Source: an optimization exercise on an open RTL-to-GDS flow (aim: small area). Production flows keep margins and buffers that such runs may drop. Only simulation tests tie the RTL to the original design; equivalence was not proved.

==> lagoon <==
==> flow/design.v (excerpt) <==
module jukebox_top (
    input        clk,         
    input        rst_n,       
    input        uart_rx,     
    output       led_blink,
    output       led_pwm,
    output       buzzer,
    output       lcd_rs,
    output       lcd_en,
    output [3:0] lcd_data
);
export LEC_CHECK = 0
export CAP_MARGIN = 20
export CORE_MARGIN = 2
export CORE_UTILIZATION = 40
export SLEW_MARGIN = 20
create_clock -name core_clock -period 80.0 [get_ports {clk}]
standard.sh (not shown) runs the stock make flow with config.mk's settings and CLKGATE_MAP_FILE= SYNTH_SCRIPT=/design/flow/synth_recipe.tcl, a recipe that flattens the netlist after the stock synthesis.
==> flow/flow/run.sh <==
#!/bin/bash
# Layout flow: the standard synthesis, then the combinational logic between
# the registers is re-mapped for area with ABC (registers, their names and cell
# types are kept), then the standard layout from floorplan to finish with a
# smaller clock tree (small buffers, no dummy loads) and small port buffers.
set -euo pipefail
W=$(pwd)
F=$W/flow
R=$W/orfs/results/$FLOW_PLATFORM/jukebox_top/base
YOSYS=$(command -v yosys || echo "$FLOW_HOME/../tools/install/yosys/bin/yosys")

bash standard.sh synth > "$W/log_1_standard_synth.txt" 2>&1

cp "$R/1_2_yosys.v" "$W/standard_synth.v"
export LIBFILE="$FLOW_HOME/platforms/$FLOW_PLATFORM/lib/sky130_fd_sc_hd__tt_025C_1v80.lib"
export CELLMAP="$W/cellmap.v"
export STD_NETLIST="$W/standard_synth.v"
export OUT_NETLIST="$W/resynth.v"
export ABC_SCRIPT="$F/area.abc"
"$YOSYS" -c "$F/cellmap.tcl" > "$W/log_2_cellmap.txt" 2>&1
"$YOSYS" -c "$F/resynth.tcl" > "$W/log_3_resynth.txt" 2>&1

cp "$OUT_NETLIST" "$R/1_2_yosys.v"
rm -f "$R/1_synth.odb" "$R/1_synth.sdc"
bash standard.sh \
  "CTS_ARGS=$(cat "$F/cts_args.txt")" \
  "BUFFER_PORTS_ARGS=-buffer_cell sky130_fd_sc_hd__buf_1" \
  finish > "$W/log_4_standard_layout.txt" 2>&1
==> flow/flow/area.abc <==
strash
&get -n
&deepsyn -T 60
&put
dch -f
amap
topo
==> flow/flow/cellmap.tcl <==
# Combinational cells of the library as techmap rules (cell -> its function).
yosys -import
read_liberty -ignore_miss_func $::env(LIBFILE)
delete sky130_fd_sc_hd__df* sky130_fd_sc_hd__edf* sky130_fd_sc_hd__sdf* sky130_fd_sc_hd__dl* sky130_fd_sc_hd__lpflow* sky130_fd_sc_hd__probe*
write_verilog -noattr $::env(CELLMAP)
==> flow/flow/cts_args.txt <==
-sink_clustering_enable -repair_clock_nets -dont_use_dummy_load -buf_list sky130_fd_sc_hd__clkbuf_8 -root_buf sky130_fd_sc_hd__clkbuf_8 -sink_clustering_size 40 -sink_clustering_max_diameter 200
==> flow/flow/resynth.tcl <==
# Re-map the combinational logic of the standard synthesis netlist for area.
# Sequential cells stay as they are (same instances, names and cell types).
yosys -import
set lib $::env(LIBFILE)
read_liberty -lib $lib
read_verilog $::env(STD_NETLIST)
hierarchy -top $::env(FLOW_TOP)
techmap -map $::env(CELLMAP)
simplemap
opt_clean
abc -script $::env(ABC_SCRIPT) -liberty $lib -dont_use *lpflow* -dont_use *probe*
setundef -zero
hilomap -singleton -hicell sky130_fd_sc_hd__conb_1 HI -locell sky130_fd_sc_hd__conb_1 LO
splitnets
opt_clean -purge
insbuf -buf sky130_fd_sc_hd__buf_1 A X
stat -liberty $lib
write_verilog -noattr -nohex -nodec $::env(OUT_NETLIST)
==> willow: changes against lagoon <==
==> flow/flow/cts_args.txt (replaced) <==
-sink_clustering_enable -repair_clock_nets -dont_use_dummy_load -buf_list sky130_fd_sc_hd__clkbuf_4 -root_buf sky130_fd_sc_hd__clkbuf_16
- CORE_UTILIZATION: 40 -> 65
==> reports/metrics.csv <==
stage,metric,value,unit
outcome,outcome,finished clean,
detailed_routing,DR iter-0 viols,369,
layout,Layout area overhead,5.98,%
layout,post-layout instance count excluding filler cells,1021,
layout,FILL cells,793,
power_and_ir_drop,P_leak,0.00220,uW
power_and_ir_drop,switch share,0.228,
detailed_routing,Avg WL per Cell,14.4,um
[end of results for willow]
==> reports/metrics.csv <==
stage,metric,value,unit
detailed_routing,DR iter-0 viols,486,
detailed_routing,DR WL met2,6470,um
layout,Final Util,0.443,
outcome,outcome,finished clean,
floorplanning,FP Rows,46,
detailed_routing,Avg WL per Cell,13.5,um
detailed_routing,via count,5982,
layout,Layout area overhead,9.06,%
critical_path,critical path launch point type,flop,
layout,area of the multi-input gates,3160,sq um
layout,clock buf count,17,
layout,FILL cells,1611,
layout,post-layout instance count excluding filler cells,1104,
power_and_ir_drop,switch share,0.225,
power_and_ir_drop,P_leak,0.00224,uW
[end of results for lagoon]

what the ideal ports hide:
Ports are ideal in the flow. The routed layouts listed here were re-timed in OpenROAD.
Step 1 sets driving cells, clkbuf_16 on the clock port and buf_2 on the other inputs (assumed; they add their load-dependent delay and slew).
Step 2 moves the port delays by t, midway between the first and last clock arrival at a register: inputs arrive t later, outputs are due t later. That takes back most of the time a late clock gives input paths.
Slacks: no drivers / after step 1 / after step 2; pairs: no drivers / after step 1.
run	t (ns)	setup slack, ns	worst setup path after step 2	clock arrival spread, ns
lagoon	0.458	60.491 / 60.457 / 60.915	register to output	0.031 / 0.031
willow	0.393	60.389 / 60.352 / 60.745	register to output	0.045 / 0.044
After both steps setup and hold are still met in every run listed.
